This design comes from an exercise in tuning for small area on the open sky130 flow, not from production work. The RTL was checked by simulation tests, not by an equivalence proof against the original design. Power is estimated from default activity; no workload was simulated.

==> flow/design.v <==
module fbr_add #(parameter int W = 8)
(
    input  logic [W-1:0] a,
    input  logic [W-1:0] b,
    input  logic         ci,
    output logic [W-1:0] s,
    output logic         co
);
    logic [W:0] c;
    assign c[0] = ci;
    genvar i;
    generate
        for (i = 0; i < W; i = i + 1) begin : g_bit
            assign {c[i+1], s[i]} = a[i] + b[i] + c[i];
        end
    endgenerate
    assign co = c[W];
endmodule
module fb_read_control #
(
    parameter int BURST_SIZE = 48,
    parameter int PIXEL_SIZE = 24,
    parameter int MEMORY_WIDTH = 128,
    parameter int VOUT_WIDTH = 1280,
    parameter int VOUT_HEIGHT = 720,
    parameter int VOUT_H_FRONT_PORCH = 110,
    parameter int VOUT_H_SYNC_WIDTH = 40,
    parameter int VOUT_H_BACK_PORCH = 220,
    parameter int VOUT_V_FRONT_PORCH = 5,
    parameter int VOUT_V_SYNC_WIDTH = 5,
    parameter int VOUT_V_BACK_PORCH = 20,
    parameter BACKGROUND_TYPE = "GRADIENT"
)
(
    input  logic                    rstn_i,
    input  logic                    vout_clk_i,
    output logic                    vout_hsync_o,
    output logic                    vout_vsync_o,
    output logic                    vout_de_o,
    output logic [7:0]              vout_r_o,
    output logic [7:0]              vout_g_o,
    output logic [7:0]              vout_b_o,
    output logic [10:0]             vout_h_count_o,
    output logic [9:0]              vout_v_count_o,
    input  logic [9:0]              vin_width_i,
    input  logic [8:0]              vin_height_i,
    input  logic [10:0]             vout_width_i,
    input  logic [9:0]              vout_height_i,
    input  logic [PIXEL_SIZE-1:0]   vout_bg_color_i,
    output logic                    vout_buf_data_req_o,
    output logic [8:0]              vout_buf_rd_line_o,
    output logic [9:0]              vout_buf_rd_pixel_o,
    output logic [9:0]              vout_buf_rd_word_o,
    input  logic                    vout_buf_rd_complete_i,
    output logic                    vout_frame_update_o,
    output logic                    vout_buf_rd_en_o,
    input  logic [23:0]             vout_buf_rd_data_i
);
logic [10:0] h;
logic [9:0]  v;
assign vout_h_count_o = h;
assign vout_v_count_o = v;
wire h_last = (h == 11'd1649);
wire v_last = (v == 10'd749);
wire h_zero = (h == 11'd0);
logic bg_valid;
assign vout_frame_update_o = h_zero & (v == 10'd0) & bg_valid;
logic [10:0] h_inc;
logic [9:0]  v_inc;
logic        h_co, v_co;
fbr_add #(11) u_h_inc (.a(h), .b(11'd0), .ci(1'b1), .s(h_inc), .co(h_co));
fbr_add #(10) u_v_inc (.a(v), .b(10'd0), .ci(1'b1), .s(v_inc), .co(v_co));
always_ff @(posedge vout_clk_i or negedge rstn_i) begin
    if (!rstn_i) begin
        h <= 0;
        v <= 0;
    end else begin
        if (h_last) begin
            h <= 0;
            v <= v_last ? 10'd0 : v_inc;
        end else begin
            h <= h_inc;
        end
    end
end
assign vout_hsync_o = (h >= 11'd111) && (h <= 11'd150);
assign vout_vsync_o = ((v == 10'd5) && (h >= 11'd111)) || ((v >= 10'd6) && (v <= 10'd9)) ||
                      ((v == 10'd10) && (h <= 11'd110));
assign vout_de_o = ((h >= 11'd371) && (v >= 10'd30)) || (h_zero && ((v >= 10'd31) || vout_frame_update_o));
logic in_v;
logic active;
logic [9:0]  pv;
logic [10:0] ph;
logic        pv_co, ph_co;
fbr_add #(10) u_pv (.a(v), .b(10'd634),  .ci(1'b0), .s(pv), .co(pv_co));    
fbr_add #(11) u_ph (.a(h), .b(11'd1039), .ci(1'b0), .s(ph), .co(ph_co));    
wire [9:0]  mv = pv[9]  ? {~pv[8:0], ~vout_height_i[0]} : {pv[8:0], 1'b1};
wire [10:0] mh = ph[10] ? {~ph[9:0], ~vout_width_i[0]}  : {ph[9:0], 1'b1};
logic mv_lt, mh_lt;
logic [9:0]  mv_d;
logic [10:0] mh_d;
fbr_add #(10) u_mv (.a(mv), .b(~vout_height_i), .ci(1'b1), .s(mv_d), .co(mv_lt));   
fbr_add #(11) u_mh (.a(mh), .b(~vout_width_i),  .ci(1'b1), .s(mh_d), .co(mh_lt));   
assign in_v = ~mv_lt;
wire   h_in = ~mh_lt;
logic [10:0] xcnt;
logic [9:0]  cx;
logic [9:0]  ycnt;
logic [8:0]  cy;
logic        first_line;
logic        prev_active;
logic        rd_pending;
logic [10:0] acc, addend, modulus;
assign acc     = xcnt | ({1'b0, ycnt} & {11{~active}});
assign addend  = active ? {1'b0, vin_width_i} : {2'b00, vin_height_i};
assign modulus = active ? vout_width_i : {1'b0, vout_height_i};
logic [10:0] bsum, bdif, bnext;
logic        binc, bs_co;
fbr_add #(11) u_bsum (.a(acc), .b(addend), .ci(1'b0), .s(bsum), .co(bs_co));
fbr_add #(11) u_bdif (.a(bsum), .b(~modulus), .ci(1'b1), .s(bdif), .co(binc));
assign bnext = binc ? bdif : bsum;
wire xinc = binc;
wire yinc = binc;
logic [9:0] cx_inc;
logic [8:0] cy_inc;
logic       cx_co, cy_co;
fbr_add #(10) u_cx_inc (.a(cx), .b(10'd0), .ci(1'b1), .s(cx_inc), .co(cx_co));
fbr_add #(9)  u_cy_inc (.a(cy), .b(9'd0), .ci(1'b1), .s(cy_inc), .co(cy_co));
always_ff @(posedge vout_clk_i or negedge rstn_i) begin
    if (!rstn_i) begin
        active <= 0;
        prev_active <= 0;
    end else begin
        prev_active <= active;
        active <= in_v & h_in;
    end
end
always_ff @(posedge vout_clk_i) begin
    rd_pending <= !active || xinc;
    first_line <= !in_v;
    if (active) begin
        xcnt <= bnext;
        if (xinc) cx <= cx_inc;
    end else begin
        xcnt <= 0;
        if (in_v) cx <= 0;
    end
    if (in_v) begin
        if (h_zero && !first_line) begin
            ycnt <= bnext[9:0];
            if (yinc) cy <= cy_inc;
        end
    end else begin
        ycnt <= 0;
        cy <= 0;
    end
end
assign vout_buf_rd_en_o = active && rd_pending;
logic       rd_busy;
logic [5:0] m;
logic [5:0] m3, m_next;
logic       m3_co, mn_co;
assign vout_buf_rd_pixel_o = {m, 4'b0000};
fbr_add #(6) u_m3   (.a({1'b0, m[5:1]}), .b(m), .ci(1'b0), .s(m3), .co(m3_co));
assign vout_buf_rd_word_o  = {2'b00, m3_co, m3, m[0]};
fbr_add #(6) u_mnext (.a(m), .b(6'd3), .ci(1'b0), .s(m_next), .co(mn_co));
logic more;
logic [6:0] more_s;
fbr_add #(7) u_more (.a({1'b0, vin_width_i[9:4]}), .b(~{mn_co, m_next}), .ci(|vin_width_i[3:0]), .s(more_s), .co(more));
wire at_burst_end = (cx[3:0] == 4'hF) && !cx_co && (cx_inc[9:4] == m);
always_ff @(posedge vout_clk_i or negedge rstn_i) begin
    if (!rstn_i) begin
        rd_busy <= 0;
        m <= 0;
        vout_buf_rd_line_o <= 0;
        vout_buf_data_req_o <= 0;
    end else begin
        vout_buf_data_req_o <= 0;
        if (!rd_busy) begin
            if (in_v) begin
                if (h == 11'd110) begin
                    vout_buf_rd_line_o <= cy;
                    m <= 0;
                    vout_buf_data_req_o <= 1;
                    rd_busy <= 1;
                end else if ((h >= 11'd110) && (m == 0)) begin
                    vout_buf_rd_line_o <= cy;
                    m <= 6'd3;
                    vout_buf_data_req_o <= 1;
                    rd_busy <= 1;
                end else if (at_burst_end && more) begin
                    vout_buf_rd_line_o <= cy;
                    m <= m_next;
                    vout_buf_data_req_o <= 1;
                    rd_busy <= 1;
                end
            end
        end else if (vout_buf_rd_complete_i) begin
            rd_busy <= 0;
        end
    end
end
logic [23:0] bg;
logic [23:0] bg_next;
logic [7:0]  hv;
logic        hv_co;
logic [2:0]  bg_co;
fbr_add #(8) u_hv (.a(h[7:0]), .b(v[7:0]), .ci(1'b0), .s(hv), .co(hv_co));
fbr_add #(8) u_bg0 (.a(vout_bg_color_i[7:0]),   .b(hv), .ci(1'b0), .s(bg_next[7:0]),   .co(bg_co[0]));
fbr_add #(8) u_bg1 (.a(vout_bg_color_i[15:8]),  .b(hv), .ci(1'b0), .s(bg_next[15:8]),  .co(bg_co[1]));
fbr_add #(8) u_bg2 (.a(vout_bg_color_i[23:16]), .b(hv), .ci(1'b0), .s(bg_next[23:16]), .co(bg_co[2]));
wire  show_bg = bg_valid & ~prev_active;
assign {vout_r_o, vout_g_o, vout_b_o} = ({24{prev_active}} & vout_buf_rd_data_i) | ({24{show_bg}} & bg);
always_ff @(posedge vout_clk_i or negedge rstn_i) begin
    if (!rstn_i) begin
        bg_valid <= 0;
    end else begin
        bg_valid <= 1;
    end
end
always_ff @(posedge vout_clk_i) begin
    bg <= bg_next;
end
endmodule
Settings: LEC_CHECK=0, CAP_MARGIN=20, CORE_MARGIN=2, CORE_UTILIZATION=40, SLEW_MARGIN=20; clock period 8.0 ns.
standard.sh (not shown) runs the stock make flow with config.mk's settings and CLKGATE_MAP_FILE= SYNTH_SCRIPT=/design/flow/synth_recipe.tcl, a recipe that flattens the netlist after the stock synthesis.
==> flow/flow/run.sh <==
#!/bin/bash
# Layout flow: the standard ORFS flow (standard.sh) with these changes:
#  - port buffers use the smallest buffer cell (buf_1);
#  - clock tree synthesis uses clkbuf_4/clkbuf_8 and inserts no dummy loads;
#  - after the standard synthesis, the combinational logic is optimised further; registers are
#    untouched. flow/polarity.py removes inverters around full-adder cells, then ABC maps the
#    logic between registers and full adders again with an area-oriented script
#    (flow/abc_resynth.script), once with the half-adder cells kept and once with them opened up;
#    the smaller netlist is used. Each netlist is proven equal to the synthesized one (flip-flops
#    cut into ports, SAT miter); a netlist that is not proven equal is not used.
# Each tool writes its full output to its own log file in this folder.
set -uo pipefail
export BUFFER_PORTS_ARGS="-buffer_cell sky130_fd_sc_hd__buf_1"
export CTS_ARGS="-sink_clustering_enable -sink_clustering_size 30 -sink_clustering_max_diameter 150 -repair_clock_nets -dont_use_dummy_load -buf_list {sky130_fd_sc_hd__clkbuf_4 sky130_fd_sc_hd__clkbuf_8}"
R=orfs/results/${FLOW_PLATFORM:-sky130hd}/fb_read_control/base
LIB=$FLOW_HOME/platforms/sky130hd/lib/sky130_fd_sc_hd__tt_025C_1v80.lib
PERIOD_PS=$(awk "BEGIN{print int(${FLOW_PERIOD_NS:-8} * 1000)}")

bash standard.sh synth > synth.log 2>&1 || exit 1
cp "$R/1_2_yosys.v" synth_netlist.v
python3 flow/cutff.py synth_netlist.v eq_gold.v > cutff.log 2>&1 || exit 1

# prove NETLIST equal to the synthesized one; log to equiv_TAG.log
prove() {
  python3 flow/cutff.py "$1" "eq_$2.v" >> cutff.log 2>&1 || return 1
  yosys -p "read_liberty -overwrite -ignore_miss_func $LIB; read_verilog eq_gold.v; rename fb_read_control gold; read_verilog eq_$2.v; rename fb_read_control gate; hierarchy -check; flatten; miter -equiv -flatten -make_outputs gold gate miter; hierarchy -top miter; sat -verify -prove trigger 0 miter" > "equiv_$2.log" 2>&1
}
# cell area of a netlist
area() {
  yosys -p "read_liberty -lib $LIB; read_verilog $1; stat -liberty $LIB" > "area_$2.log" 2>&1
  awk '/Chip area for module/ {print $NF}' "area_$2.log" | tail -1
}

use=synth_netlist.v
best=$(area synth_netlist.v synth)
start=synth_netlist.v
if python3 flow/polarity.py synth_netlist.v polarity_netlist.v > polarity.log 2>&1 && prove polarity_netlist.v polarity; then
  start=polarity_netlist.v
  a=$(area polarity_netlist.v polarity)
  if awk "BEGIN{exit !($a < $best)}"; then use=polarity_netlist.v; best=$a; fi
fi
# resynthesis keeping these cells: flip-flops, tie cells, full adders (and half adders in "ha")
for tag in noha ha; do
  pat='__(df|edf|conb|fa_)'
  [[ $tag == ha ]] && pat='__(df|edf|conb|fa_|ha_)'
  KEEP=$(grep -o "sky130_fd_sc_hd__[a-z0-9_]*" $start | sort -u | grep -E "$pat" | tr '\n' ' ')
  out=resynth_$tag.v
  if yosys -p "read_liberty -overwrite -ignore_miss_func $LIB; read_verilog $start; blackbox $KEEP; hierarchy -top fb_read_control; flatten; opt_clean; abc -script flow/abc_resynth.script -liberty $LIB $(cat flow/dont_use.txt) -constr flow/abc.constr -D $PERIOD_PS; opt_clean -purge; write_verilog -noattr -noexpr $out" > "resynth_$tag.log" 2>&1 && prove $out $tag; then
    a=$(area $out $tag)
    if awk "BEGIN{exit !($a < $best)}"; then use=$out; best=$a; fi
  fi
done
echo "using $use, cell area $best" > netlist_choice.log
if [[ $use != synth_netlist.v ]]; then
  cp $use "$R/1_2_yosys.v"
  rm -f "$R/1_synth.odb" "$R/1_synth.sdc"
fi

bash standard.sh > standard_flow.log 2>&1
Other scripts of this flow, unchanged in this note and not shown: flow/flow/abc.constr, flow/flow/abc_resynth.script, flow/flow/cutff.py, flow/flow/dont_use.txt, flow/flow/polarity.py
Next try:
--- a/flow/flow/run.sh
+++ b/flow/flow/run.sh
@@ -6,5 +6,5 @@
 #    untouched. flow/polarity.py removes inverters around full-adder cells, then ABC maps the
-#    logic between registers and full adders again with an area-oriented script
-#    (flow/abc_resynth.script), once with the half-adder cells kept and once with them opened up;
-#    the smaller netlist is used. Each netlist is proven equal to the synthesized one (flip-flops
+#    logic between registers and full adders again with three area-oriented scripts
+#    (flow/abc_resynth*.script; two use ABC's SAT-based &deepsyn for 60 s); the smallest
+#    netlist is used. Each netlist is proven equal to the synthesized one (flip-flops
 #    cut into ports, SAT miter); a netlist that is not proven equal is not used.
@@ -13,3 +13,3 @@
 export BUFFER_PORTS_ARGS="-buffer_cell sky130_fd_sc_hd__buf_1"
-export CTS_ARGS="-sink_clustering_enable -sink_clustering_size 30 -sink_clustering_max_diameter 150 -repair_clock_nets -dont_use_dummy_load -buf_list {sky130_fd_sc_hd__clkbuf_4 sky130_fd_sc_hd__clkbuf_8}"
+export CTS_ARGS="-sink_clustering_enable -repair_clock_nets -dont_use_dummy_load -buf_list {sky130_fd_sc_hd__clkbuf_4 sky130_fd_sc_hd__clkbuf_8}"
 R=orfs/results/${FLOW_PLATFORM:-sky130hd}/fb_read_control/base
@@ -41,9 +41,7 @@
 fi
-# resynthesis keeping these cells: flip-flops, tie cells, full adders (and half adders in "ha")
-for tag in noha ha; do
-  pat='__(df|edf|conb|fa_)'
-  [[ $tag == ha ]] && pat='__(df|edf|conb|fa_|ha_)'
-  KEEP=$(grep -o "sky130_fd_sc_hd__[a-z0-9_]*" $start | sort -u | grep -E "$pat" | tr '\n' ' ')
-  out=resynth_$tag.v
-  if yosys -p "read_liberty -overwrite -ignore_miss_func $LIB; read_verilog $start; blackbox $KEEP; hierarchy -top fb_read_control; flatten; opt_clean; abc -script flow/abc_resynth.script -liberty $LIB $(cat flow/dont_use.txt) -constr flow/abc.constr -D $PERIOD_PS; opt_clean -purge; write_verilog -noattr -noexpr $out" > "resynth_$tag.log" 2>&1 && prove $out $tag; then
+# resynthesis keeping flip-flops, tie cells and full adders, with three ABC scripts
+KEEP=$(grep -o "sky130_fd_sc_hd__[a-z0-9_]*" $start | sort -u | grep -E '__(df|edf|conb|fa_)' | tr '\n' ' ')
+for tag in resynth resynth_deep resynth_deep_amap; do
+  out=$tag.v
+  if yosys -p "read_liberty -overwrite -ignore_miss_func $LIB; read_verilog $start; blackbox $KEEP; hierarchy -top fb_read_control; flatten; opt_clean; abc -script flow/abc_$tag.script -liberty $LIB $(cat flow/dont_use.txt) -constr flow/abc.constr -D $PERIOD_PS; opt_clean -purge; write_verilog -noattr -noexpr $out" > "$tag.log" 2>&1 && prove $out $tag; then
     a=$(area $out $tag)
==> flow/flow/abc_resynth_deep.script (new file) <==
&get -n
&st
&deepsyn -T 60
&dch -f
&nf -a -R 1000
&put
topo
stime -c
dnsize -c
==> flow/flow/abc_resynth_deep_amap.script (new file) <==
&get -n
&st
&deepsyn -T 60
&dch -f
&nf -a -R 1000
&put
strash
dch -f
amap
topo
stime -c
dnsize -c
CORE_UTILIZATION = 65   (was 40)
Effect: Routed wire length went down by 5.7%; synthesized cell count went up by 8.0%; final cell count went down by 5.6%; core utilization went up by 29 points.
Next try:
--- a/flow/flow/run.sh
+++ b/flow/flow/run.sh
@@ -6,5 +6,5 @@
 #    untouched. flow/polarity.py removes inverters around full-adder cells, then ABC maps the
-#    logic between registers and full adders again with three area-oriented scripts
-#    (flow/abc_resynth*.script; two use ABC's SAT-based &deepsyn for 60 s); the smallest
-#    netlist is used. Each netlist is proven equal to the synthesized one (flip-flops
+#    logic between registers and full adders again with an area-oriented script
+#    (flow/abc_resynth.script), once with the half-adder cells kept and once with them opened up;
+#    the smaller netlist is used. Each netlist is proven equal to the synthesized one (flip-flops
 #    cut into ports, SAT miter); a netlist that is not proven equal is not used.
@@ -41,7 +41,9 @@
 fi
-# resynthesis keeping flip-flops, tie cells and full adders, with three ABC scripts
-KEEP=$(grep -o "sky130_fd_sc_hd__[a-z0-9_]*" $start | sort -u | grep -E '__(df|edf|conb|fa_)' | tr '\n' ' ')
-for tag in resynth resynth_deep resynth_deep_amap; do
-  out=$tag.v
-  if yosys -p "read_liberty -overwrite -ignore_miss_func $LIB; read_verilog $start; blackbox $KEEP; hierarchy -top fb_read_control; flatten; opt_clean; abc -script flow/abc_$tag.script -liberty $LIB $(cat flow/dont_use.txt) -constr flow/abc.constr -D $PERIOD_PS; opt_clean -purge; write_verilog -noattr -noexpr $out" > "$tag.log" 2>&1 && prove $out $tag; then
+# resynthesis keeping these cells: flip-flops, tie cells, full adders (and half adders in "ha")
+for tag in noha ha; do
+  pat='__(df|edf|conb|fa_)'
+  [[ $tag == ha ]] && pat='__(df|edf|conb|fa_|ha_)'
+  KEEP=$(grep -o "sky130_fd_sc_hd__[a-z0-9_]*" $start | sort -u | grep -E "$pat" | tr '\n' ' ')
+  out=resynth_$tag.v
+  if yosys -p "read_liberty -overwrite -ignore_miss_func $LIB; read_verilog $start; blackbox $KEEP; hierarchy -top fb_read_control; flatten; opt_clean; abc -script flow/abc_resynth.script -liberty $LIB $(cat flow/dont_use.txt) -constr flow/abc.constr -D $PERIOD_PS; opt_clean -purge; write_verilog -noattr -noexpr $out" > "resynth_$tag.log" 2>&1 && prove $out $tag; then
     a=$(area $out $tag)
CORE_UTILIZATION = 40   (was 65)
removed: flow/flow/abc_resynth_deep.script
removed: flow/flow/abc_resynth_deep_amap.script
Power decreases by 1.7%.
Via count is lower by about 8%.
Synthesized cell count came out lower by 7.4%.
Cell count climbs by 6.0%.
Worst setup slack loses 0.0062 ns.
Clock skew goes down by 0.0077 ns.
Register-to-register slack is better by 0.30 ns.
Cell area came out higher by 4.8%.
Wire length rises by about 6%.
First-iteration DRC count falls by about 27%.
Next try:
--- a/flow/flow/run.sh
+++ b/flow/flow/run.sh
@@ -6,5 +6,5 @@
 #    untouched. flow/polarity.py removes inverters around full-adder cells, then ABC maps the
-#    logic between registers and full adders again with an area-oriented script
-#    (flow/abc_resynth.script), once with the half-adder cells kept and once with them opened up;
-#    the smaller netlist is used. Each netlist is proven equal to the synthesized one (flip-flops
+#    logic between registers and full adders again with three area-oriented scripts
+#    (flow/abc_resynth*.script; two use ABC's SAT-based &deepsyn for 60 s); the smallest
+#    netlist is used. Each netlist is proven equal to the synthesized one (flip-flops
 #    cut into ports, SAT miter); a netlist that is not proven equal is not used.
@@ -41,9 +41,7 @@
 fi
-# resynthesis keeping these cells: flip-flops, tie cells, full adders (and half adders in "ha")
-for tag in noha ha; do
-  pat='__(df|edf|conb|fa_)'
-  [[ $tag == ha ]] && pat='__(df|edf|conb|fa_|ha_)'
-  KEEP=$(grep -o "sky130_fd_sc_hd__[a-z0-9_]*" $start | sort -u | grep -E "$pat" | tr '\n' ' ')
-  out=resynth_$tag.v
-  if yosys -p "read_liberty -overwrite -ignore_miss_func $LIB; read_verilog $start; blackbox $KEEP; hierarchy -top fb_read_control; flatten; opt_clean; abc -script flow/abc_resynth.script -liberty $LIB $(cat flow/dont_use.txt) -constr flow/abc.constr -D $PERIOD_PS; opt_clean -purge; write_verilog -noattr -noexpr $out" > "resynth_$tag.log" 2>&1 && prove $out $tag; then
+# resynthesis keeping flip-flops, tie cells and full adders, with three ABC scripts
+KEEP=$(grep -o "sky130_fd_sc_hd__[a-z0-9_]*" $start | sort -u | grep -E '__(df|edf|conb|fa_)' | tr '\n' ' ')
+for tag in resynth resynth_deep resynth_deep_amap; do
+  out=$tag.v
+  if yosys -p "read_liberty -overwrite -ignore_miss_func $LIB; read_verilog $start; blackbox $KEEP; hierarchy -top fb_read_control; flatten; opt_clean; abc -script flow/abc_$tag.script -liberty $LIB $(cat flow/dont_use.txt) -constr flow/abc.constr -D $PERIOD_PS; opt_clean -purge; write_verilog -noattr -noexpr $out" > "$tag.log" 2>&1 && prove $out $tag; then
     a=$(area $out $tag)
==> flow/flow/abc_resynth_deep.script (new file) <==
&get -n
&st
&deepsyn -T 60
&dch -f
&nf -a -R 1000
&put
topo
stime -c
dnsize -c
==> flow/flow/abc_resynth_deep_amap.script (new file) <==
&get -n
&st
&deepsyn -T 60
&dch -f
&nf -a -R 1000
&put
strash
dch -f
amap
topo
stime -c
dnsize -c
Result: Cell area came out lower by about 3.2%. Routed wire length came out higher by 1.3%. Synthesized cell count came out higher by about 8%. Maximum frequency stays flat. Power came out higher by about 1.9%. Combinational power came out higher by about 10%.

[afterwards: timing with drivers on the ports]
In the flow no input, the clock included, has a driving cell. The finished layouts below were timed again as built, in two steps. Step 1 assumes that a clkbuf_16 drives the clock port and a buf_2 every other input. Step 2 also shifts input and output timing later by t, the mid clock arrival at the registers, as if the neighbouring blocks saw the same clock. a / b / c = ideal ports / drivers / drivers and shift; a / b = the first two.
run	t (ns)	setup WS [ns]	worst setup path after step 2	cell pins on the clock port's net
the first run	0.414	0.326 / 0.338 / -0.076	input to register	1
the second run	0.401	0.332 / 0.344 / -0.058	input to register	1
the third run	0.414	0.326 / 0.338 / -0.076	input to register	1
the fourth run	0.415	0.307 / 0.322 / -0.093	input to register	1
Met with ideal ports but missed after step 2: setup timing in every run listed.
